From an optimization exercise on the open Yosys and OpenROAD flow, aimed at small area; shortcuts taken in it are not production practice.
At most, simulation tests tie the RTL to the original design; equivalence was not proved.
Function not checked in run 2: the RTL went through the layout flow alone.
Power is estimated from default activity; no workload was simulated.

==> design.v <==
module activation
    #(
        parameter int MATRIX_WIDTH = 14
    )(
        input   logic clk,
        input   logic rst,
        input   logic enable,
        input   logic [3:0] activation_function,
        input   logic is_signed,
        input   logic [32*MATRIX_WIDTH-1:0] data_in,
        output  logic [8*MATRIX_WIDTH-1:0] data_out
    );
    localparam logic [3:0] RELU    = 4'd1;
    localparam logic [3:0] SIGMOID = 4'd9;
    function automatic logic [7:0] sigmoid_unsigned_lut(input logic [8:0] idx);
        case (idx)
            9'd0: sigmoid_unsigned_lut = 8'd128;
            9'd1: sigmoid_unsigned_lut = 8'd130;
            9'd2: sigmoid_unsigned_lut = 8'd132;
            9'd3: sigmoid_unsigned_lut = 8'd134;
            9'd4: sigmoid_unsigned_lut = 8'd136;
            9'd5: sigmoid_unsigned_lut = 8'd138;
            9'd6: sigmoid_unsigned_lut = 8'd140;
            9'd7: sigmoid_unsigned_lut = 8'd142;
            9'd8: sigmoid_unsigned_lut = 8'd144;
            9'd9: sigmoid_unsigned_lut = 8'd146;
            9'd10: sigmoid_unsigned_lut = 8'd148;
            9'd11: sigmoid_unsigned_lut = 8'd150;
            9'd12: sigmoid_unsigned_lut = 8'd152;
            9'd13: sigmoid_unsigned_lut = 8'd154;
            9'd14: sigmoid_unsigned_lut = 8'd156;
            9'd15: sigmoid_unsigned_lut = 8'd157;
            9'd16: sigmoid_unsigned_lut = 8'd159;
            9'd17: sigmoid_unsigned_lut = 8'd161;
            9'd18: sigmoid_unsigned_lut = 8'd163;
            9'd19: sigmoid_unsigned_lut = 8'd165;
            9'd20: sigmoid_unsigned_lut = 8'd167;
            9'd21: sigmoid_unsigned_lut = 8'd169;
            9'd22: sigmoid_unsigned_lut = 8'd170;
            9'd23: sigmoid_unsigned_lut = 8'd172;
            9'd24: sigmoid_unsigned_lut = 8'd174;
            9'd25: sigmoid_unsigned_lut = 8'd176;
            9'd26: sigmoid_unsigned_lut = 8'd177;
            9'd27: sigmoid_unsigned_lut = 8'd179;
            9'd28: sigmoid_unsigned_lut = 8'd181;
            9'd29: sigmoid_unsigned_lut = 8'd182;
            9'd30: sigmoid_unsigned_lut = 8'd184;
            9'd31: sigmoid_unsigned_lut = 8'd186;
            9'd32: sigmoid_unsigned_lut = 8'd187;
            9'd33: sigmoid_unsigned_lut = 8'd189;
            9'd34: sigmoid_unsigned_lut = 8'd190;
            9'd35: sigmoid_unsigned_lut = 8'd192;
            9'd36: sigmoid_unsigned_lut = 8'd193;
            9'd37: sigmoid_unsigned_lut = 8'd195;
            9'd38: sigmoid_unsigned_lut = 8'd196;
            9'd39: sigmoid_unsigned_lut = 8'd198;
            9'd40: sigmoid_unsigned_lut = 8'd199;
            9'd41: sigmoid_unsigned_lut = 8'd200;
            9'd42: sigmoid_unsigned_lut = 8'd202;
            9'd43: sigmoid_unsigned_lut = 8'd203;
            9'd44: sigmoid_unsigned_lut = 8'd204;
            9'd45: sigmoid_unsigned_lut = 8'd206;
            9'd46: sigmoid_unsigned_lut = 8'd207;
            9'd47: sigmoid_unsigned_lut = 8'd208;
            9'd48: sigmoid_unsigned_lut = 8'd209;
            9'd49: sigmoid_unsigned_lut = 8'd210;
            9'd50: sigmoid_unsigned_lut = 8'd212;
            9'd51: sigmoid_unsigned_lut = 8'd213;
            9'd52: sigmoid_unsigned_lut = 8'd214;
            9'd53: sigmoid_unsigned_lut = 8'd215;
            9'd54: sigmoid_unsigned_lut = 8'd216;
            9'd55: sigmoid_unsigned_lut = 8'd217;
            9'd56: sigmoid_unsigned_lut = 8'd218;
            9'd57: sigmoid_unsigned_lut = 8'd219;
            9'd58: sigmoid_unsigned_lut = 8'd220;
            9'd59: sigmoid_unsigned_lut = 8'd221;
            9'd60: sigmoid_unsigned_lut = 8'd222;
            9'd61: sigmoid_unsigned_lut = 8'd223;
            9'd62: sigmoid_unsigned_lut = 8'd224;
            9'd63: sigmoid_unsigned_lut = 8'd225;
            9'd64: sigmoid_unsigned_lut = 8'd225;
            9'd65: sigmoid_unsigned_lut = 8'd226;
            9'd66: sigmoid_unsigned_lut = 8'd227;
            9'd67: sigmoid_unsigned_lut = 8'd228;
            9'd68: sigmoid_unsigned_lut = 8'd229;
            9'd69: sigmoid_unsigned_lut = 8'd229;
            9'd70: sigmoid_unsigned_lut = 8'd230;
            9'd71: sigmoid_unsigned_lut = 8'd231;
            9'd72: sigmoid_unsigned_lut = 8'd232;
            9'd73: sigmoid_unsigned_lut = 8'd232;
            9'd74: sigmoid_unsigned_lut = 8'd233;
            9'd75: sigmoid_unsigned_lut = 8'd234;
            9'd76: sigmoid_unsigned_lut = 8'd234;
            9'd77: sigmoid_unsigned_lut = 8'd235;
            9'd78: sigmoid_unsigned_lut = 8'd235;
            9'd79: sigmoid_unsigned_lut = 8'd236;
            9'd80: sigmoid_unsigned_lut = 8'd237;
            9'd81: sigmoid_unsigned_lut = 8'd237;
            9'd82: sigmoid_unsigned_lut = 8'd238;
            9'd83: sigmoid_unsigned_lut = 8'd238;
            9'd84: sigmoid_unsigned_lut = 8'd239;
            9'd85: sigmoid_unsigned_lut = 8'd239;
            9'd86: sigmoid_unsigned_lut = 8'd240;
            9'd87: sigmoid_unsigned_lut = 8'd240;
            9'd88: sigmoid_unsigned_lut = 8'd241;
            9'd89: sigmoid_unsigned_lut = 8'd241;
            9'd90: sigmoid_unsigned_lut = 8'd241;
            9'd91: sigmoid_unsigned_lut = 8'd242;
            9'd92: sigmoid_unsigned_lut = 8'd242;
            9'd93: sigmoid_unsigned_lut = 8'd243;
            9'd94: sigmoid_unsigned_lut = 8'd243;
            9'd95: sigmoid_unsigned_lut = 8'd243;
            9'd96: sigmoid_unsigned_lut = 8'd244;
            9'd97: sigmoid_unsigned_lut = 8'd244;
            9'd98: sigmoid_unsigned_lut = 8'd245;
            9'd99: sigmoid_unsigned_lut = 8'd245;
            9'd100: sigmoid_unsigned_lut = 8'd245;
            9'd101: sigmoid_unsigned_lut = 8'd246;
            9'd102: sigmoid_unsigned_lut = 8'd246;
            9'd103: sigmoid_unsigned_lut = 8'd246;
            9'd104: sigmoid_unsigned_lut = 8'd246;
            9'd105: sigmoid_unsigned_lut = 8'd247;
            9'd106: sigmoid_unsigned_lut = 8'd247;
            9'd107: sigmoid_unsigned_lut = 8'd247;
            9'd108: sigmoid_unsigned_lut = 8'd248;
            9'd109: sigmoid_unsigned_lut = 8'd248;
            9'd110: sigmoid_unsigned_lut = 8'd248;
            9'd111: sigmoid_unsigned_lut = 8'd248;
            9'd112: sigmoid_unsigned_lut = 8'd248;
            9'd113: sigmoid_unsigned_lut = 8'd249;
            9'd114: sigmoid_unsigned_lut = 8'd249;
            9'd115: sigmoid_unsigned_lut = 8'd249;
            9'd116: sigmoid_unsigned_lut = 8'd249;
            9'd117: sigmoid_unsigned_lut = 8'd250;
            9'd118: sigmoid_unsigned_lut = 8'd250;
            9'd119: sigmoid_unsigned_lut = 8'd250;
            9'd120: sigmoid_unsigned_lut = 8'd250;
            9'd121: sigmoid_unsigned_lut = 8'd250;
            9'd122: sigmoid_unsigned_lut = 8'd250;
            9'd123: sigmoid_unsigned_lut = 8'd251;
            9'd124: sigmoid_unsigned_lut = 8'd251;
            9'd125: sigmoid_unsigned_lut = 8'd251;
            9'd126: sigmoid_unsigned_lut = 8'd251;
            9'd127: sigmoid_unsigned_lut = 8'd251;
            9'd128: sigmoid_unsigned_lut = 8'd251;
            9'd129: sigmoid_unsigned_lut = 8'd252;
            9'd130: sigmoid_unsigned_lut = 8'd252;
            9'd131: sigmoid_unsigned_lut = 8'd252;
            9'd132: sigmoid_unsigned_lut = 8'd252;
            9'd133: sigmoid_unsigned_lut = 8'd252;
            9'd134: sigmoid_unsigned_lut = 8'd252;
            9'd135: sigmoid_unsigned_lut = 8'd252;
            9'd136: sigmoid_unsigned_lut = 8'd252;
            9'd137: sigmoid_unsigned_lut = 8'd253;
            9'd138: sigmoid_unsigned_lut = 8'd253;
            9'd139: sigmoid_unsigned_lut = 8'd253;
            9'd140: sigmoid_unsigned_lut = 8'd253;
            9'd141: sigmoid_unsigned_lut = 8'd253;
            9'd142: sigmoid_unsigned_lut = 8'd253;
            9'd143: sigmoid_unsigned_lut = 8'd253;
            9'd144: sigmoid_unsigned_lut = 8'd253;
            9'd145: sigmoid_unsigned_lut = 8'd253;
            9'd146: sigmoid_unsigned_lut = 8'd253;
            9'd147: sigmoid_unsigned_lut = 8'd253;
            9'd148: sigmoid_unsigned_lut = 8'd254;
            9'd149: sigmoid_unsigned_lut = 8'd254;
            9'd150: sigmoid_unsigned_lut = 8'd254;
            9'd151: sigmoid_unsigned_lut = 8'd254;
            9'd152: sigmoid_unsigned_lut = 8'd254;
            9'd153: sigmoid_unsigned_lut = 8'd254;
            9'd154: sigmoid_unsigned_lut = 8'd254;
            9'd155: sigmoid_unsigned_lut = 8'd254;
            9'd156: sigmoid_unsigned_lut = 8'd254;
            9'd157: sigmoid_unsigned_lut = 8'd254;
            9'd158: sigmoid_unsigned_lut = 8'd254;
            9'd159: sigmoid_unsigned_lut = 8'd254;
            9'd160: sigmoid_unsigned_lut = 8'd254;
            9'd161: sigmoid_unsigned_lut = 8'd254;
            9'd162: sigmoid_unsigned_lut = 8'd254;
            9'd163: sigmoid_unsigned_lut = 8'd254;
            9'd164: sigmoid_unsigned_lut = 8'd254;
            default: sigmoid_unsigned_lut = 8'd0;
        endcase
    endfunction
    function automatic logic [7:0] sigmoid_signed_lut(input logic signed [7:0] idx);
        case (idx)
            -8'sd88: sigmoid_signed_lut = 8'd1;
            -8'sd87: sigmoid_signed_lut = 8'd1;
            -8'sd86: sigmoid_signed_lut = 8'd1;
            -8'sd85: sigmoid_signed_lut = 8'd1;
            -8'sd84: sigmoid_signed_lut = 8'd1;
            -8'sd83: sigmoid_signed_lut = 8'd1;
            -8'sd82: sigmoid_signed_lut = 8'd1;
            -8'sd81: sigmoid_signed_lut = 8'd1;
            -8'sd80: sigmoid_signed_lut = 8'd1;
            -8'sd79: sigmoid_signed_lut = 8'd1;
            -8'sd78: sigmoid_signed_lut = 8'd1;
            -8'sd77: sigmoid_signed_lut = 8'd1;
            -8'sd76: sigmoid_signed_lut = 8'd1;
            -8'sd75: sigmoid_signed_lut = 8'd1;
            -8'sd74: sigmoid_signed_lut = 8'd1;
            -8'sd73: sigmoid_signed_lut = 8'd1;
            -8'sd72: sigmoid_signed_lut = 8'd1;
            -8'sd71: sigmoid_signed_lut = 8'd1;
            -8'sd70: sigmoid_signed_lut = 8'd2;
            -8'sd69: sigmoid_signed_lut = 8'd2;
            -8'sd68: sigmoid_signed_lut = 8'd2;
            -8'sd67: sigmoid_signed_lut = 8'd2;
            -8'sd66: sigmoid_signed_lut = 8'd2;
            -8'sd65: sigmoid_signed_lut = 8'd2;
            -8'sd64: sigmoid_signed_lut = 8'd2;
            -8'sd63: sigmoid_signed_lut = 8'd2;
            -8'sd62: sigmoid_signed_lut = 8'd3;
            -8'sd61: sigmoid_signed_lut = 8'd3;
            -8'sd60: sigmoid_signed_lut = 8'd3;
            -8'sd59: sigmoid_signed_lut = 8'd3;
            -8'sd58: sigmoid_signed_lut = 8'd3;
            -8'sd57: sigmoid_signed_lut = 8'd4;
            -8'sd56: sigmoid_signed_lut = 8'd4;
            -8'sd55: sigmoid_signed_lut = 8'd4;
            -8'sd54: sigmoid_signed_lut = 8'd4;
            -8'sd53: sigmoid_signed_lut = 8'd4;
            -8'sd52: sigmoid_signed_lut = 8'd5;
            -8'sd51: sigmoid_signed_lut = 8'd5;
            -8'sd50: sigmoid_signed_lut = 8'd5;
            -8'sd49: sigmoid_signed_lut = 8'd6;
            -8'sd48: sigmoid_signed_lut = 8'd6;
            -8'sd47: sigmoid_signed_lut = 8'd6;
            -8'sd46: sigmoid_signed_lut = 8'd7;
            -8'sd45: sigmoid_signed_lut = 8'd7;
            -8'sd44: sigmoid_signed_lut = 8'd8;
            -8'sd43: sigmoid_signed_lut = 8'd8;
            -8'sd42: sigmoid_signed_lut = 8'd9;
            -8'sd41: sigmoid_signed_lut = 8'd9;
            -8'sd40: sigmoid_signed_lut = 8'd10;
            -8'sd39: sigmoid_signed_lut = 8'd10;
            -8'sd38: sigmoid_signed_lut = 8'd11;
            -8'sd37: sigmoid_signed_lut = 8'd12;
            -8'sd36: sigmoid_signed_lut = 8'd12;
            -8'sd35: sigmoid_signed_lut = 8'd13;
            -8'sd34: sigmoid_signed_lut = 8'd14;
            -8'sd33: sigmoid_signed_lut = 8'd14;
            -8'sd32: sigmoid_signed_lut = 8'd15;
            -8'sd31: sigmoid_signed_lut = 8'd16;
            -8'sd30: sigmoid_signed_lut = 8'd17;
            -8'sd29: sigmoid_signed_lut = 8'd18;
            -8'sd28: sigmoid_signed_lut = 8'd19;
            -8'sd27: sigmoid_signed_lut = 8'd20;
            -8'sd26: sigmoid_signed_lut = 8'd21;
            -8'sd25: sigmoid_signed_lut = 8'd22;
            -8'sd24: sigmoid_signed_lut = 8'd23;
            -8'sd23: sigmoid_signed_lut = 8'd25;
            -8'sd22: sigmoid_signed_lut = 8'd26;
            -8'sd21: sigmoid_signed_lut = 8'd27;
            -8'sd20: sigmoid_signed_lut = 8'd29;
            -8'sd19: sigmoid_signed_lut = 8'd30;
            -8'sd18: sigmoid_signed_lut = 8'd31;
            -8'sd17: sigmoid_signed_lut = 8'd33;
            -8'sd16: sigmoid_signed_lut = 8'd34;
            -8'sd15: sigmoid_signed_lut = 8'd36;
            -8'sd14: sigmoid_signed_lut = 8'd38;
            -8'sd13: sigmoid_signed_lut = 8'd39;
            -8'sd12: sigmoid_signed_lut = 8'd41;
            -8'sd11: sigmoid_signed_lut = 8'd43;
            -8'sd10: sigmoid_signed_lut = 8'd45;
            -8'sd9: sigmoid_signed_lut = 8'd46;
            -8'sd8: sigmoid_signed_lut = 8'd48;
            -8'sd7: sigmoid_signed_lut = 8'd50;
            -8'sd6: sigmoid_signed_lut = 8'd52;
            -8'sd5: sigmoid_signed_lut = 8'd54;
            -8'sd4: sigmoid_signed_lut = 8'd56;
            -8'sd3: sigmoid_signed_lut = 8'd58;
            -8'sd2: sigmoid_signed_lut = 8'd60;
            -8'sd1: sigmoid_signed_lut = 8'd62;
            8'sd0: sigmoid_signed_lut = 8'd64;
            8'sd1: sigmoid_signed_lut = 8'd66;
            8'sd2: sigmoid_signed_lut = 8'd68;
            8'sd3: sigmoid_signed_lut = 8'd70;
            8'sd4: sigmoid_signed_lut = 8'd72;
            8'sd5: sigmoid_signed_lut = 8'd74;
            8'sd6: sigmoid_signed_lut = 8'd76;
            8'sd7: sigmoid_signed_lut = 8'd78;
            8'sd8: sigmoid_signed_lut = 8'd80;
            8'sd9: sigmoid_signed_lut = 8'd82;
            8'sd10: sigmoid_signed_lut = 8'd83;
            8'sd11: sigmoid_signed_lut = 8'd85;
            8'sd12: sigmoid_signed_lut = 8'd87;
            8'sd13: sigmoid_signed_lut = 8'd89;
            8'sd14: sigmoid_signed_lut = 8'd90;
            8'sd15: sigmoid_signed_lut = 8'd92;
            8'sd16: sigmoid_signed_lut = 8'd94;
            8'sd17: sigmoid_signed_lut = 8'd95;
            8'sd18: sigmoid_signed_lut = 8'd97;
            8'sd19: sigmoid_signed_lut = 8'd98;
            8'sd20: sigmoid_signed_lut = 8'd99;
            8'sd21: sigmoid_signed_lut = 8'd101;
            8'sd22: sigmoid_signed_lut = 8'd102;
            8'sd23: sigmoid_signed_lut = 8'd103;
            8'sd24: sigmoid_signed_lut = 8'd105;
            8'sd25: sigmoid_signed_lut = 8'd106;
            8'sd26: sigmoid_signed_lut = 8'd107;
            8'sd27: sigmoid_signed_lut = 8'd108;
            8'sd28: sigmoid_signed_lut = 8'd109;
            8'sd29: sigmoid_signed_lut = 8'd110;
            8'sd30: sigmoid_signed_lut = 8'd111;
            8'sd31: sigmoid_signed_lut = 8'd112;
            8'sd32: sigmoid_signed_lut = 8'd113;
            8'sd33: sigmoid_signed_lut = 8'd114;
            8'sd34: sigmoid_signed_lut = 8'd114;
            8'sd35: sigmoid_signed_lut = 8'd115;
            8'sd36: sigmoid_signed_lut = 8'd116;
            8'sd37: sigmoid_signed_lut = 8'd116;
            8'sd38: sigmoid_signed_lut = 8'd117;
            8'sd39: sigmoid_signed_lut = 8'd118;
            8'sd40: sigmoid_signed_lut = 8'd118;
            8'sd41: sigmoid_signed_lut = 8'd119;
            8'sd42: sigmoid_signed_lut = 8'd119;
            8'sd43: sigmoid_signed_lut = 8'd120;
            8'sd44: sigmoid_signed_lut = 8'd120;
            8'sd45: sigmoid_signed_lut = 8'd121;
            8'sd46: sigmoid_signed_lut = 8'd121;
            8'sd47: sigmoid_signed_lut = 8'd122;
            8'sd48: sigmoid_signed_lut = 8'd122;
            8'sd49: sigmoid_signed_lut = 8'd122;
            8'sd50: sigmoid_signed_lut = 8'd123;
            8'sd51: sigmoid_signed_lut = 8'd123;
            8'sd52: sigmoid_signed_lut = 8'd123;
            8'sd53: sigmoid_signed_lut = 8'd124;
            8'sd54: sigmoid_signed_lut = 8'd124;
            8'sd55: sigmoid_signed_lut = 8'd124;
            8'sd56: sigmoid_signed_lut = 8'd124;
            8'sd57: sigmoid_signed_lut = 8'd124;
            8'sd58: sigmoid_signed_lut = 8'd125;
            8'sd59: sigmoid_signed_lut = 8'd125;
            8'sd60: sigmoid_signed_lut = 8'd125;
            8'sd61: sigmoid_signed_lut = 8'd125;
            8'sd62: sigmoid_signed_lut = 8'd125;
            8'sd63: sigmoid_signed_lut = 8'd126;
            8'sd64: sigmoid_signed_lut = 8'd126;
            8'sd65: sigmoid_signed_lut = 8'd126;
            8'sd66: sigmoid_signed_lut = 8'd126;
            8'sd67: sigmoid_signed_lut = 8'd126;
            8'sd68: sigmoid_signed_lut = 8'd126;
            8'sd69: sigmoid_signed_lut = 8'd126;
            8'sd70: sigmoid_signed_lut = 8'd126;
            default: sigmoid_signed_lut = 8'd0;
        endcase
    endfunction
    function automatic logic [7:0] act(input logic [31:0] x, input logic relu,
                                       input logic sigm, input logic sgn);
        logic [23:0] r;
        logic [19:0] q;
        logic [20:0] u;
        r = x[31:8] + 24'(x[7]);
        q = x[31:12] + 20'(x[11]);
        u = x[31:11] + 21'(x[10]);
        if (relu) begin
            if (sgn) begin
                if (r[23])                     act = 8'd0;
                else if (|r[22:7])             act = 8'd127;
                else                           act = r[7:0];
            end else begin
                if (|r[23:8])                  act = 8'd255;
                else                           act = r[7:0];
            end
        end else if (sigm) begin
            if (sgn) begin
                if ($signed(q) < -88)          act = 8'd0;
                else if ($signed(q) > 70)      act = 8'd127;
                else                           act = sigmoid_signed_lut(q[7:0]);
            end else begin
                if (u > 164)                   act = 8'd255;
                else                           act = sigmoid_unsigned_lut(u[8:0]);
            end
        end else
            act = x[31:24];
    endfunction
    logic [7:0] st1 [MATRIX_WIDTH-1:0];
    logic [7:0] st2 [MATRIX_WIDTH-1:0];
    logic [7:0] st3 [MATRIX_WIDTH-1:0];
    logic       v1, v2;
    wire relu_sel = (activation_function == RELU);
    wire sigm_sel = (activation_function == SIGMOID);
    always_ff @(posedge clk)
    begin
        if (rst) begin
            v1 <= 1'b0;
            v2 <= 1'b0;
        end else if (enable) begin
            v1 <= 1'b1;
            v2 <= v1;
        end
    end
    always_ff @(posedge clk)
    begin
        for (int i=0; i<MATRIX_WIDTH; i++) begin
            if (enable) begin
                st1[i] <= act(data_in[32*i +: 32], relu_sel, sigm_sel, is_signed);
                st2[i] <= st1[i];
            end
            if (rst)
                st3[i] <= '0;
            else if (enable)
                st3[i] <= v2 ? st2[i] : 8'd0;
        end
    end
    always_comb
    begin
        for (int i=0; i<MATRIX_WIDTH; i++)
            data_out[8*i +: 8] = st3[i];
    end
endmodule
==> run.sh <==
#!/bin/bash
# synth_recipe.tcl (not shown) runs the flow's synth.tcl, then flattens the netlist and writes it again
# the make line also repeats each setting of config.mk as NAME=value (left out here)
make -C /OpenROAD-flow-scripts/flow DESIGN_CONFIG=/design/flow/config.mk WORK_HOME=/design/flow/orfs CLKGATE_MAP_FILE= SYNTH_SCRIPT=/design/flow/synth_recipe.tcl finish
==> config.mk <==
export PLATFORM = sky130hd
export DESIGN_NAME = activation
export DESIGN_NICKNAME = activation
export VERILOG_FILES = /design/flow/design.v
export SDC_FILE = /design/flow/constraint.sdc
export NUM_CORES = 4
export LEC_CHECK = 0
export CAP_MARGIN = 20
export CORE_MARGIN = 2
export CORE_UTILIZATION = 40
export SLEW_MARGIN = 20
==> constraint.sdc <==
create_clock -name core_clock -period 5.0 [get_ports {clk}]
set_input_delay 1.0000 -clock core_clock [delete_from_list [all_inputs] [get_ports {clk}]]
set_output_delay 1.0000 -clock core_clock [all_outputs]
set_load 0.01 [all_outputs]
==> impl_metrics.xml, run 1 <==
<?xml version="1.0" encoding="UTF-8"?>
<metrics>
  <group name="logic_synthesis">
    <metric name="syn_inst" unit="">8850</metric>
    <metric name="synth_top_area_cell" unit="">sky130_fd_sc_hd__edfxtp_1</metric>
    <metric name="post_synthesis_mean_instance_area" unit="um^2">6.95</metric>
    <metric name="ys_seq_elements" unit="">338</metric>
    <metric name="synthDominantCellAreaShare" unit="%">10.9</metric>
    <metric name="ys_async_sr_fraction" unit="%">0</metric>
    <metric name="top_cells_by_area_in_the_synthesized_netlist" unit="">sky130_fd_sc_hd__edfxtp_1 11%, sky130_fd_sc_hd__ha_1 9.1%, sky130_fd_sc_hd__xnor2_1 6.3%, sky130_fd_sc_hd__a21oi_1 5.8%, sky130_fd_sc_hd__nand2_1 5.4%</metric>
    <metric name="synth_edf_count" unit="">224</metric>
    <metric name="count_of_cell_types_in_the_netlist" unit="">117</metric>
    <metric name="syn-num-nets" unit="">9755</metric>
    <metric name="yosys_warnings" unit="">4</metric>
    <metric name="synth_area" unit="um^2">61500</metric>
    <metric name="synth.yosys.seq_area_share" unit="%">14.7</metric>
    <metric name="synth_ff_type" unit="">sky130_fd_sc_hd__edfxtp_1</metric>
  </group>
  <group name="grt">
    <metric name="grt.total_usage" unit="%">30.5</metric>
    <metric name="antenna_found_initial" unit="">26</metric>
    <metric name="grt_pass1_wl" unit="um">391000</metric>
    <metric name="grt-ovfl-total" unit="">0</metric>
    <metric name="via_count_of_the_first_global_routing_pass" unit="">66449</metric>
    <metric name="grt_start_max_net_pins" unit="">161</metric>
  </group>
  <group name="critical_path">
    <metric name="worst_path_max_delay_cell" unit="">sky130_fd_sc_hd__clkdlybuf4s50_1</metric>
    <metric name="cp.depth" unit="">12</metric>
    <metric name="r2r_slack" unit="ns">3.02</metric>
    <metric name="cp_top_family" unit="">simple AND/OR/NAND/NOR gates</metric>
    <metric name="reg2regPathDepth" unit="">4</metric>
    <metric name="reg2reg_from" unit="">v2$_SDFFE_PP0P_</metric>
    <metric name="worst_r2r_endpoint" unit="">st3[7][4]$_SDFFE_PP0P_</metric>
    <metric name="path_cells" unit="">clkdlybuf4s50_1 &gt; ha_1 &gt; and2_1 &gt; nand3_1 &gt; or4_1 &gt; xnor2_1 &gt; a2111o_1 &gt; nor4_1 &gt; o211ai_1 &gt; o21ai_0 &gt; a31oi_1 &gt; buf_4</metric>
    <metric name="crit_buf_inv" unit="">2</metric>
    <metric name="worstPathArrival" unit="ns">4.73</metric>
    <metric name="critical_path.endpoint_type" unit="">register</metric>
    <metric name="required_time_worst_endpoint" unit="ns">5.39</metric>
    <metric name="timing.critical_path.from_type" unit="">input port</metric>
    <metric name="criticalPathCategory" unit="">input port to register</metric>
    <metric name="crit_path_max_incr_delay" unit="ns">0.60</metric>
    <metric name="path_max_fanout" unit="">7</metric>
  </group>
  <group name="power_and_ir_drop">
    <metric name="leakage_power" unit="uW">0.0259</metric>
    <metric name="internal_power" unit="uW">7460</metric>
    <metric name="power-per-cell-area" unit="nW/um^2">177</metric>
    <metric name="combinationalPowerShare" unit="%">48.2</metric>
    <metric name="pwr-share-clk" unit="%">26.2</metric>
    <metric name="switching_share" unit="%">41.7</metric>
    <metric name="sequentialPowerShare" unit="%">25.6</metric>
    <metric name="worst_ir_drop_vdd" unit="uV">212</metric>
    <metric name="total_switching_power" unit="uW">5350</metric>
  </group>
  <group name="drt">
    <metric name="avgViaCountPerCell" unit="">6.39</metric>
    <metric name="residual_drc_count" unit="">0</metric>
    <metric name="routed_vias" unit="">72776</metric>
    <metric name="drt_pre_antenna_iters" unit="">7</metric>
    <metric name="overall_routed_net_length" unit="um">254000</metric>
    <metric name="drt_first_iter_violations" unit="">8280</metric>
    <metric name="count_of_nets_left_with_antenna_violations_after_detail_routing" unit="">0</metric>
    <metric name="per_cell_routed_wire_length" unit="um">22.3</metric>
  </group>
  <group name="sta">
    <metric name="clock.fmax" unit="GHz">0.230</metric>
    <metric name="setup-violations-final" unit="">0</metric>
    <metric name="holdWs" unit="ns">0.398</metric>
    <metric name="total_negative_setup_slack" unit="ns">0</metric>
    <metric name="unrepaired_setup_endpoints_after_global_routing" unit="">false</metric>
    <metric name="timing.final.max_slew_violations" unit="">0</metric>
    <metric name="fin_skew" unit="ns">0.0281</metric>
    <metric name="report.final.hold_viol_count" unit="">0</metric>
    <metric name="post-route-period-util" unit="%">86.8</metric>
    <metric name="post-route-worst-setup-slack" unit="ns">0.658</metric>
    <metric name="worst_slew_margin_rel" unit="%">23.3</metric>
    <metric name="worst_margin_pin_slew" unit="ns">1.14</metric>
    <metric name="timing.final.crit_period" unit="ns">4.34</metric>
  </group>
  <group name="cts">
    <metric name="cts.reportedPaths.clkPinSlew" unit="ns">0.08</metric>
    <metric name="cts_tree" unit="">yes</metric>
    <metric name="clock_tree.buffer_depth" unit="">3</metric>
    <metric name="cell_at_the_root_of_the_clock_tree" unit="">sky130_fd_sc_hd__clkbuf_16</metric>
    <metric name="count_of_hold_fix_buffers_inserted_at_cts" unit="">0</metric>
    <metric name="cts_post_setup_buffers_inserted" unit="">0</metric>
    <metric name="cts.htree.levels" unit="">2</metric>
    <metric name="clk-insertion-delay-late" unit="ns">0.65</metric>
    <metric name="cts-buffers-inserted" unit="">44</metric>
    <metric name="cts_resized" unit="">0</metric>
    <metric name="cts_sinks" unit="">338</metric>
  </group>
  <group name="die">
    <metric name="initial_core_util" unit="%">40.4</metric>
    <metric name="fp.dieW" unit="um">396</metric>
    <metric name="coreArea" unit="um^2">152000</metric>
    <metric name="fp-row-count" unit="">143</metric>
    <metric name="die_height" unit="um">396</metric>
    <metric name="io_pins" unit="">568</metric>
    <metric name="die_area" unit="um^2">157000</metric>
  </group>
  <group name="cells_and_area">
    <metric name="final_cell_mix" unit="">879 x sky130_fd_sc_hd__nand2_1, 788 x sky130_fd_sc_hd__nor2_1, 708 x sky130_fd_sc_hd__a21oi_1</metric>
    <metric name="fillers" unit="">15396</metric>
    <metric name="layout-drive-gt1-share" unit="%">10.2</metric>
    <metric name="area_growth" unit="%">18.0</metric>
    <metric name="layout.cell_area.non_filler" unit="um^2">72500</metric>
    <metric name="num-nets-final" unit="">10211</metric>
    <metric name="mostFrequentLayoutCell" unit="">sky130_fd_sc_hd__nand2_1</metric>
  </group>
  <group name="min_path">
    <metric name="hold_start" unit="">st1[5][6]$_DFFE_PP_</metric>
    <metric name="min_delay_worst_endpoint" unit="">st2[5][6]$_DFFE_PP_</metric>
    <metric name="holdPathStages" unit="">0</metric>
    <metric name="timing.hold.worst.class" unit="">register to register</metric>
  </group>
  <group name="run">
    <metric name="cap_viol_max_count" unit="">0</metric>
  </group>
  <group name="placement">
    <metric name="dpl_cell_area" unit="um^2">71000</metric>
    <metric name="routabilityCongestion" unit="">0.988</metric>
    <metric name="worst_setup_slack_after_placement" unit="ns">0.0825</metric>
    <metric name="port_buffers" unit="">469</metric>
    <metric name="place_hpwl" unit="um">192000</metric>
  </group>
  <group name="status">
    <metric name="status" unit="">no timing/DRC/antenna violations</metric>
  </group>
</metrics>
[synth_stat cells, types with 33 or more instances]
cell / instances
sky130_fd_sc_hd__a311oi_1: 72
sky130_fd_sc_hd__a221oi_1: 67
sky130_fd_sc_hd__and4_1: 33
sky130_fd_sc_hd__ha_1: 449
sky130_fd_sc_hd__nor2b_1: 145
sky130_fd_sc_hd__dfxtp_1: 114
sky130_fd_sc_hd__a211oi_1: 149
sky130_fd_sc_hd__a21oi_1: 708
sky130_fd_sc_hd__edfxtp_1: 224
sky130_fd_sc_hd__nand4_1: 177
sky130_fd_sc_hd__nor2_1: 795
sky130_fd_sc_hd__and3_1: 111
sky130_fd_sc_hd__nor4_1: 131
sky130_fd_sc_hd__nor3_1: 368
sky130_fd_sc_hd__nand2_1: 882
sky130_fd_sc_hd__a211o_1: 34
sky130_fd_sc_hd__o21a_1: 42
sky130_fd_sc_hd__o21ai_0: 637
sky130_fd_sc_hd__a2111oi_0: 37
sky130_fd_sc_hd__o22ai_1: 66
sky130_fd_sc_hd__buf_1: 53
sky130_fd_sc_hd__mux2i_1: 68
sky130_fd_sc_hd__nand3_1: 389
sky130_fd_sc_hd__and2_1: 46
sky130_fd_sc_hd__o31ai_1: 78
sky130_fd_sc_hd__or4_1: 37
sky130_fd_sc_hd__o311ai_0: 63
sky130_fd_sc_hd__o2111ai_1: 54
sky130_fd_sc_hd__o211ai_1: 185
sky130_fd_sc_hd__a22oi_1: 46
sky130_fd_sc_hd__or3_1: 72
sky130_fd_sc_hd__clkbuf_1: 520
sky130_fd_sc_hd__buf_2: 152
sky130_fd_sc_hd__o221ai_1: 52
sky130_fd_sc_hd__a31oi_1: 219
sky130_fd_sc_hd__xor2_1: 230
sky130_fd_sc_hd__a21o_1: 42
sky130_fd_sc_hd__xnor2_1: 445
sky130_fd_sc_hd__nand2b_1: 49
sky130_fd_sc_hd__inv_1: 230
[routing by layer]
| metal | up-vias | part of all wire (%) | GRT usage (%) |
|---|---|---|---|
| met3 | 461 | 9.8 | 5.19 |
| met2 | 3642 | 43 | 46.8 |
| met5 | - | 0.056 | 0 |
| met4 | 24 | 3.2 | 9.51 |
| li1 | 34211 | - | - |
| met1 | 34438 | 43 | 43.3 |
[logic make-up after synthesis]
family          synth area share [%]
buf+inv                         6.54
flops                           14.7
fa+ha+maj                       9.19
mux                             1.60
xor+xnor                        9.80
compound gates                  31.4
simple gates                    26.8
[sequential cells by signal, summed over array words and instances, names as in the netlist]
signal	cells
st1	112
st2	112
st3	112
v1	1
v2	1
[cell type report]
cell class | instances | area [um^2] | share of cell area [%]
Multi-Input combinational cell | 7516 | 48600 | 67.0
Timing Repair Buffer | 1160 | 9960 | 13.7
Sequential cell | 338 | 9010 | 12.4
Tap cell | 2030 | 2540 | 3.50
Clock buffer | 52 | 1160 | 1.60
Inverter | 246 | 923 | 1.27
Clock inverter | 30 | 332 | 0.457
Antenna cell | 14 | 35.0 | 0.0483
[worst max-delay path by stage]
stage	startpoint	end	slack [ns]
after floorplan	data_in[75]	st1[2][2]$_DFFE_PP_	0.71
after global placement	data_in[203]	st1[6][1]$_DFFE_PP_	0.09
after detailed placement	data_in[203]	st1[6][0]$_DFFE_PP_	0.08
after CTS	data_in[203]	st1[6][0]$_DFFE_PP_	0.75
after global routing	data_in[299]	st1[9][3]$_DFFE_PP_	0.43
final	data_in[395]	st1[12][6]$_DFFE_PP_	0.66
[power by group through the flow]
| stage | Clock (uW) | Sequential, uW | Combinational [uW] |
|---|---|---|---|
| global route | 3540 | 3290 | 6720 |
| finish | 3350 | 3280 | 6170 |
| global placement | 0 | 3330 | 5970 |
| CTS | 3450 | 3280 | 6030 |
| detailed placement | 0 | 3330 | 5990 |
| floorplan | 0 | 3290 | 3940 |
[through the flow]
stage | util [%] | power, uW | std cells
floorplan | - | 7230 | 8850
global placement | 46.6 | 9300 | 11289
detailed placement | 46.6 | 9330 | 11289
CTS | 47.6 | 12800 | 11371
global route | 47.6 | 13500 | 11382
finish | 47.6 | 12800 | 11386
==> run 2, diff against run 1 <==
--- a/design.v
+++ b/design.v
@@ -11,6 +11,7 @@
         output  logic [8*MATRIX_WIDTH-1:0] data_out
     );
-    localparam logic [3:0] RELU    = 4'd1;
-    localparam logic [3:0] SIGMOID = 4'd9;
+    localparam logic [3:0] NO_ACTIVATION = 4'd0;
+    localparam logic [3:0] RELU          = 4'd1;
+    localparam logic [3:0] SIGMOID       = 4'd9;
     function automatic logic [7:0] sigmoid_unsigned_lut(input logic [8:0] idx);
         case (idx)
@@ -347,66 +348,129 @@
         endcase
     endfunction
-    function automatic logic [7:0] act(input logic [31:0] x, input logic relu,
-                                       input logic sigm, input logic sgn);
-        logic [23:0] r;
-        logic [19:0] q;
-        logic [20:0] u;
-        r = x[31:8] + 24'(x[7]);
-        q = x[31:12] + 20'(x[11]);
-        u = x[31:11] + 21'(x[10]);
-        if (relu) begin
-            if (sgn) begin
-                if (r[23])                     act = 8'd0;
-                else if (|r[22:7])             act = 8'd127;
-                else                           act = r[7:0];
-            end else begin
-                if (|r[23:8])                  act = 8'd255;
-                else                           act = r[7:0];
+    logic [31:0] input_reg_cs [MATRIX_WIDTH-1:0];
+    logic [31:0] input_reg_ns [MATRIX_WIDTH-1:0];
+    logic [7:0] input_pipe0_cs [MATRIX_WIDTH-1:0];
+    logic [7:0] input_pipe0_ns [MATRIX_WIDTH-1:0];
+    logic [23:0] relu_round_reg_cs [MATRIX_WIDTH-1:0];
+    logic [23:0] relu_round_reg_ns [MATRIX_WIDTH-1:0];
+    logic [20:0] sigmoid_round_reg_cs [MATRIX_WIDTH-1:0];
+    logic [20:0] sigmoid_round_reg_ns [MATRIX_WIDTH-1:0];
+    logic [7:0] relu_out [MATRIX_WIDTH-1:0];
+    logic [7:0] sigmoid_out [MATRIX_WIDTH-1:0];
+    logic [7:0] output_reg_cs [MATRIX_WIDTH-1:0];
+    logic [7:0] output_reg_ns [MATRIX_WIDTH-1:0];
+    logic [3:0] activation_function_reg0_cs;
+    logic [3:0] activation_function_reg0_ns;
+    logic [3:0] activation_function_reg1_cs;
+    logic [3:0] activation_function_reg1_ns;
+    logic [1:0] is_signed_reg_cs;
+    logic [1:0] is_signed_reg_ns;
+    always_comb
+    begin
+        for(int i=0; i<MATRIX_WIDTH; i++)
+        begin
+            input_reg_ns[i] = data_in[32*i +: 32];
+            input_pipe0_ns[i] = input_reg_cs[i][31:24];
+            relu_round_reg_ns[i] = 24'(input_reg_cs[i][31:8]) + 24'(input_reg_cs[i][7]);
+            if(is_signed_reg_cs[0])
+                sigmoid_round_reg_ns[i] = {20'(input_reg_cs[i][31:12]) + 20'(input_reg_cs[i][11]), 1'b0};
+            else
+                sigmoid_round_reg_ns[i] = 21'(input_reg_cs[i][31:11]) + 21'(input_reg_cs[i][10]);
+        end
+    end
+    assign activation_function_reg0_ns  = activation_function;
+    assign activation_function_reg1_ns  = activation_function_reg0_cs;
+    assign is_signed_reg_ns[0] = is_signed;
+    assign is_signed_reg_ns[1] = is_signed_reg_cs[0]; 
+    always_comb
+    begin
+        for(int i=0; i<MATRIX_WIDTH; i++)
+        begin
+            if(is_signed_reg_cs[1])
+            begin
+                if($signed(relu_round_reg_cs[i]) < 0)
+                    relu_out[i] = 8'd0;
+                else if($signed(relu_round_reg_cs[i]) > 127)
+                    relu_out[i] = 8'd127;
+                else
+                    relu_out[i] = relu_round_reg_cs[i][7:0];
             end
-        end else if (sigm) begin
-            if (sgn) begin
-                if ($signed(q) < -88)          act = 8'd0;
-                else if ($signed(q) > 70)      act = 8'd127;
-                else                           act = sigmoid_signed_lut(q[7:0]);
-            end else begin
-                if (u > 164)                   act = 8'd255;
-                else                           act = sigmoid_unsigned_lut(u[8:0]);
+            else
+            begin
+                if($unsigned(relu_round_reg_cs[i]) > 255)
+                    relu_out[i] = 8'd255;
+                else
+                    relu_out[i] = relu_round_reg_cs[i][7:0];
             end
-        end else
-            act = x[31:24];
-    endfunction
-    logic [7:0] st1 [MATRIX_WIDTH-1:0];
-    logic [7:0] st2 [MATRIX_WIDTH-1:0];
-    logic [7:0] st3 [MATRIX_WIDTH-1:0];
-    logic       v1, v2;
-    wire relu_sel = (activation_function == RELU);
-    wire sigm_sel = (activation_function == SIGMOID);
-    always_ff @(posedge clk)
-    begin
-        if (rst) begin
-            v1 <= 1'b0;
-            v2 <= 1'b0;
-        end else if (enable) begin
-            v1 <= 1'b1;
-            v2 <= v1;
         end
     end
-    always_ff @(posedge clk)
+    always_comb
     begin
-        for (int i=0; i<MATRIX_WIDTH; i++) begin
-            if (enable) begin
-                st1[i] <= act(data_in[32*i +: 32], relu_sel, sigm_sel, is_signed);
-                st2[i] <= st1[i];
+        for(int i=0; i<MATRIX_WIDTH; i++)
+        begin
+            if(is_signed_reg_cs[1])
+            begin
+                if($signed(sigmoid_round_reg_cs[i][20:1]) < -88)
+                    sigmoid_out[i] = 8'd0;
+                else if($signed(sigmoid_round_reg_cs[i][20:1]) > 70)
+                    sigmoid_out[i] = 8'd127;
+                else
+                    sigmoid_out[i] = sigmoid_signed_lut(sigmoid_round_reg_cs[i][8:1]);
+            end
+            else
+            begin
+                if($unsigned(sigmoid_round_reg_cs[i]) > 164)
+                    sigmoid_out[i] = 8'd255;
+                else
+                    sigmoid_out[i] = sigmoid_unsigned_lut(sigmoid_round_reg_cs[i][8:0]);
             end
-            if (rst)
-                st3[i] <= '0;
-            else if (enable)
-                st3[i] <= v2 ? st2[i] : 8'd0;
         end
     end
     always_comb
     begin
-        for (int i=0; i<MATRIX_WIDTH; i++)
-            data_out[8*i +: 8] = st3[i];
+        for(int i=0; i<MATRIX_WIDTH; i++)
+        begin
+            case(activation_function_reg1_cs)
+                RELU:           output_reg_ns[i] = relu_out[i];
+                SIGMOID:        output_reg_ns[i] = sigmoid_out[i];
+                default:        output_reg_ns[i] = input_pipe0_cs[i];
+            endcase
+        end
+    end
+    always_comb
+    begin
+        for(int i=0; i<MATRIX_WIDTH; i++)
+            data_out[8*i +: 8] = output_reg_cs[i];
+    end
+    always_ff @(posedge clk)
+    begin
+        if(rst)
+        begin
+            for(int i=0; i<MATRIX_WIDTH; i++)
+            begin
+                output_reg_cs[i]        <= '0;
+                input_reg_cs[i]         <= '0;
+                input_pipe0_cs[i]       <= '0;
+                relu_round_reg_cs[i]    <= '0;
+                sigmoid_round_reg_cs[i] <= '0;
+            end
+            is_signed_reg_cs            <= '0;
+            activation_function_reg0_cs <= NO_ACTIVATION;
+            activation_function_reg1_cs <= NO_ACTIVATION;
+        end
+        else if(enable)
+        begin
+            for(int i=0; i<MATRIX_WIDTH; i++)
+            begin
+                output_reg_cs[i]        <= output_reg_ns[i];
+                input_reg_cs[i]         <= input_reg_ns[i];
+                input_pipe0_cs[i]       <= input_pipe0_ns[i];
+                relu_round_reg_cs[i]    <= relu_round_reg_ns[i];
+                sigmoid_round_reg_cs[i] <= sigmoid_round_reg_ns[i];
+            end
+            is_signed_reg_cs            <= is_signed_reg_ns;
+            activation_function_reg0_cs <= activation_function_reg0_ns;
+            activation_function_reg1_cs <= activation_function_reg1_ns;
+        end
     end
 endmodule
==> run 2 against run 1 <==
- sequential share of layout area rose by 15 points
- register-to-register slack got worse by 2.4 ns
- synthesized cell count rose by 28%
- fmax barely moved
- area after synthesis rose by 45%
- power rose by 140%
- setup slack improved by 0.00078 ns
- via count rose by 21%
- wire length rose by 31%
- critical path type is now register to register
==> impl_metrics.xml, run 2 <==
<?xml version="1.0" encoding="UTF-8"?>
<metrics>
  <group name="logic_synthesis">
    <metric name="synth.yosys.seq_area_share" unit="%">31.9</metric>
    <metric name="syn_inst" unit="">11366</metric>
    <metric name="synth_top_area_cell" unit="">sky130_fd_sc_hd__dfxtp_1</metric>
    <metric name="yosys_warnings" unit="">13</metric>
    <metric name="synth_ff_type" unit="">sky130_fd_sc_hd__dfxtp_1</metric>
    <metric name="synth_area" unit="um^2">89300</metric>
    <metric name="ys_top_cells_by_count" unit="">1581 x sky130_fd_sc_hd__nor2_1, 1424 x sky130_fd_sc_hd__dfxtp_1, 841 x sky130_fd_sc_hd__o21ai_0</metric>
    <metric name="ys_async_sr_fraction" unit="%">0</metric>
    <metric name="top_cells_by_area_in_the_synthesized_netlist" unit="">sky130_fd_sc_hd__dfxtp_1 32%, sky130_fd_sc_hd__nor2_1 6.6%, sky130_fd_sc_hd__mux2i_1 6.4%, sky130_fd_sc_hd__ha_1 6.1%, sky130_fd_sc_hd__o21ai_0 4.7%</metric>
    <metric name="ys_seq_elements" unit="">1424</metric>
    <metric name="synth_edf_count" unit="">0</metric>
    <metric name="syn-num-nets" unit="">12257</metric>
    <metric name="synthDominantCellAreaShare" unit="%">31.9</metric>
    <metric name="synthMostInstantiatedCell" unit="">sky130_fd_sc_hd__nor2_1</metric>
    <metric name="count_of_cell_types_in_the_netlist" unit="">111</metric>
    <metric name="post_synthesis_mean_instance_area" unit="um^2">7.86</metric>
  </group>
  <group name="die">
    <metric name="coreArea" unit="um^2">222000</metric>
    <metric name="initial_core_util" unit="%">40.2</metric>
    <metric name="io_pins" unit="">568</metric>
    <metric name="fp.dieW" unit="um">477</metric>
    <metric name="die_area" unit="um^2">227000</metric>
    <metric name="fp-row-count" unit="">173</metric>
    <metric name="die_height" unit="um">477</metric>
  </group>
  <group name="critical_path">
    <metric name="reg2regPathDepth" unit="">12</metric>
    <metric name="r2r_slack" unit="ns">0.66</metric>
    <metric name="criticalPathCategory" unit="">register to register</metric>
    <metric name="required_time_worst_endpoint" unit="ns">5.72</metric>
    <metric name="path_max_fanout" unit="">36</metric>
    <metric name="timing.critical_path.from_type" unit="">register</metric>
    <metric name="reg2reg_from" unit="">is_signed_reg_cs[0]$_SDFFE_PP0P_</metric>
    <metric name="critical_path.endpoint_type" unit="">register</metric>
    <metric name="worstPathArrival" unit="ns">5.06</metric>
  </group>
  <group name="sta">
    <metric name="total_negative_setup_slack" unit="ns">0</metric>
    <metric name="timing.final.max_slew_violations" unit="">0</metric>
    <metric name="worst_slew_margin_rel" unit="%">27.8</metric>
    <metric name="fin_skew" unit="ns">0.0371</metric>
    <metric name="post-route-period-util" unit="%">86.8</metric>
    <metric name="timing.final.crit_period" unit="ns">4.34</metric>
    <metric name="setup-violations-final" unit="">0</metric>
    <metric name="worst_margin_pin_slew" unit="ns">1.08</metric>
    <metric name="unrepaired_setup_endpoints_after_global_routing" unit="">false</metric>
    <metric name="clock.fmax" unit="GHz">0.230</metric>
    <metric name="report.final.hold_viol_count" unit="">0</metric>
  </group>
  <group name="grt">
    <metric name="grt_pass1_wl" unit="um">510000</metric>
    <metric name="grt.total_usage" unit="%">27.9</metric>
    <metric name="via_count_of_the_first_global_routing_pass" unit="">83538</metric>
    <metric name="grt-ovfl-total" unit="">0</metric>
    <metric name="antenna_found_initial" unit="">23</metric>
    <metric name="grt_start_max_net_pins" unit="">142</metric>
  </group>
  <group name="power_and_ir_drop">
    <metric name="worst_ir_drop_vdd" unit="uV">301</metric>
    <metric name="power-per-cell-area" unit="nW/um^2">305</metric>
    <metric name="leakage_power" unit="uW">0.0395</metric>
  </group>
  <group name="cts">
    <metric name="cts_resized" unit="">0</metric>
    <metric name="cts.htree.levels" unit="">4</metric>
    <metric name="clk-insertion-delay-late" unit="ns">0.85</metric>
    <metric name="cts-buffers-inserted" unit="">164</metric>
    <metric name="cell_at_the_root_of_the_clock_tree" unit="">sky130_fd_sc_hd__clkbuf_16</metric>
    <metric name="cts_sinks" unit="">1424</metric>
    <metric name="cts_tree" unit="">yes</metric>
    <metric name="clock_tree.buffer_depth" unit="">3</metric>
    <metric name="count_of_hold_fix_buffers_inserted_at_cts" unit="">0</metric>
    <metric name="cts.reportedPaths.clkPinSlew" unit="ns">0.06</metric>
    <metric name="cts_post_setup_buffers_inserted" unit="">0</metric>
  </group>
  <group name="drt">
    <metric name="residual_drc_count" unit="">0</metric>
    <metric name="count_of_nets_left_with_antenna_violations_after_detail_routing" unit="">0</metric>
    <metric name="per_cell_routed_wire_length" unit="um">22.8</metric>
    <metric name="routed_vias" unit="">88398</metric>
    <metric name="drt_first_iter_violations" unit="">8767</metric>
    <metric name="drt_pre_antenna_iters" unit="">9</metric>
    <metric name="avgViaCountPerCell" unit="">6.07</metric>
    <metric name="overall_routed_net_length" unit="um">332000</metric>
  </group>
  <group name="cells_and_area">
    <metric name="layout-drive-gt1-share" unit="%">7.77</metric>
    <metric name="area_growth" unit="%">14.5</metric>
    <metric name="mostFrequentLayoutCell" unit="">sky130_fd_sc_hd__nor2_1</metric>
    <metric name="final-instance-count-excl-fill" unit="">14558</metric>
    <metric name="num-nets-final" unit="">12322</metric>
    <metric name="final_cell_mix" unit="">1579 x sky130_fd_sc_hd__nor2_1, 1422 x sky130_fd_sc_hd__dfxtp_1, 841 x sky130_fd_sc_hd__o21ai_0</metric>
  </group>
  <group name="min_path">
    <metric name="holdPathStages" unit="">2</metric>
    <metric name="hold_start" unit="">input_pipe0_cs[8][3]$_SDFFE_PP0P_</metric>
    <metric name="min_delay_worst_endpoint" unit="">input_pipe0_cs[8][3]$_SDFFE_PP0P_</metric>
    <metric name="timing.hold.worst.class" unit="">register to register</metric>
  </group>
  <group name="run">
    <metric name="cap_viol_max_count" unit="">0</metric>
  </group>
  <group name="placement">
    <metric name="port_buffers" unit="">469</metric>
    <metric name="dp.cells" unit="">14240</metric>
    <metric name="place_hpwl" unit="um">239000</metric>
    <metric name="routabilityCongestion" unit="">0.947</metric>
  </group>
  <group name="status">
    <metric name="status" unit="">no timing/DRC/antenna violations</metric>
  </group>
</metrics>
run 2: through the flow:
step / power [uW] / worst slack [ns] / utilization, % / hold slack [ns] / instance area, um^2
2_1_floorplan: 16500 / 0.698 / - / 0.446 / 89300
3_3_place_gp: 18500 / 0.532 / 43.5 / 0.460 / 96600
3_5_place_dp: 18600 / 0.464 / 43.5 / 0.460 / 96600
4_1_cts: 31400 / 0.699 / 46.0 / 0.470 / 102000
5_1_grt: 32500 / 0.496 / 46.1 / 0.495 / 102000
6_report: 31200 / 0.659 / 46.1 / 0.471 / 102000
run 2: layout make-up:
cell class / count / area [um^2]
Clock buffer: 224 / 4700
Antenna cell: 15 / 37.5
Clock inverter: 79 / 1000
Timing Repair Buffer: 816 / 7520
Tap cell: 2975 / 3720
Multi-Input combinational cell: 8664 / 55400
Sequential cell: 1424 / 28500
Inverter: 361 / 1370
Fill cell: 22197 / 120000
run 2: kinds of logic after synthesis:
kind of cell               share of synthesized area [%]
xor gates and xnor gates                            3.16
AOI/OAI and AO/OA                                   24.5
buffers and inverters                               6.11
adders and majority gates                           6.09
muxes                                               7.48
and+or+nand+nor                                     20.7
DFF                                                 31.9
run 2: worst max-delay path, cell delays in order (launching register included):
cell                       delay [ns]
sky130_fd_sc_hd__dfxtp_4         0.88
sky130_fd_sc_hd__buf_4           0.40
sky130_fd_sc_hd__mux2_2          0.40
sky130_fd_sc_hd__mux2i_1         0.46
sky130_fd_sc_hd__or2_2           0.38
sky130_fd_sc_hd__inv_1           0.10
sky130_fd_sc_hd__ha_1            0.36
sky130_fd_sc_hd__ha_1            0.32
sky130_fd_sc_hd__nor2_1          0.23
sky130_fd_sc_hd__a21oi_1         0.07
sky130_fd_sc_hd__a21oi_1         0.15
sky130_fd_sc_hd__a311oi_1        0.06
sky130_fd_sc_hd__a311o_1         0.37
run 2: power breakdown:
group          internal, uW  total, uW  leakage (uW)  switching, uW
combinational          2190       5560        0.0250           3370
sequential            12100      12900        0.0117            766
clock                  7440      12700       0.00281           5300
run 2: layer usage:
layer	wire, um	vias to the layer above	GRT usage (%)
met5	32	-	0
met4	11800	4	10.5
met3	21200	543	3.60
met2	150000	3414	44.0
met1	149000	42587	38.6
li1	-	41850	-
run 2: worst max path at each step:
stage,endpoint,start,cells past startpoint
finish,register,is_signed_reg_cs[0]$_SDFFE_PP0P_,12
floorplan,register,enable,19
detailed placement,register,enable,14
global route,register,is_signed_reg_cs[0]$_SDFFE_PP0P_,12
global placement,register,enable,14
CTS,register,is_signed_reg_cs[0]$_SDFFE_PP0P_,12

[re-timing with driven ports]
How much do the figures lean on ideal ports? The routed layouts below were timed once more, with nothing changed but the port constraints.
Step 1 (the two cells are an assumption about what drives the block):
set clk [get_ports {clk}]
set_driving_cell -lib_cell sky130_fd_sc_hd__clkbuf_16 $clk
set_driving_cell -lib_cell sky130_fd_sc_hd__buf_2 [delete_from_list [all_inputs] $clk]
Step 2 moves the port delays by t, midway between the first and last clock arrival at a register: inputs arrive t later, outputs are due t later. That takes back most of the time a late clock gives input paths.
Slacks: ideal ports / drivers / drivers and shift; pairs: ideal ports / drivers.
run | t, ns | slack for setup (ns) | slew at the worst register clock pin (ns)
run 1 | 0.703 | 0.658 / 0.688 / -0.015 | 0.08 / 0.08
run 2 | 0.928 | 0.659 / 0.659 / 0.299 | 0.07 / 0.07
With both steps, setup timing fails in run 1, where it was met with ideal ports. The setup slack of run 1, which loses most, moves by +0.030 ns with the drivers and by -0.673 ns with both steps.
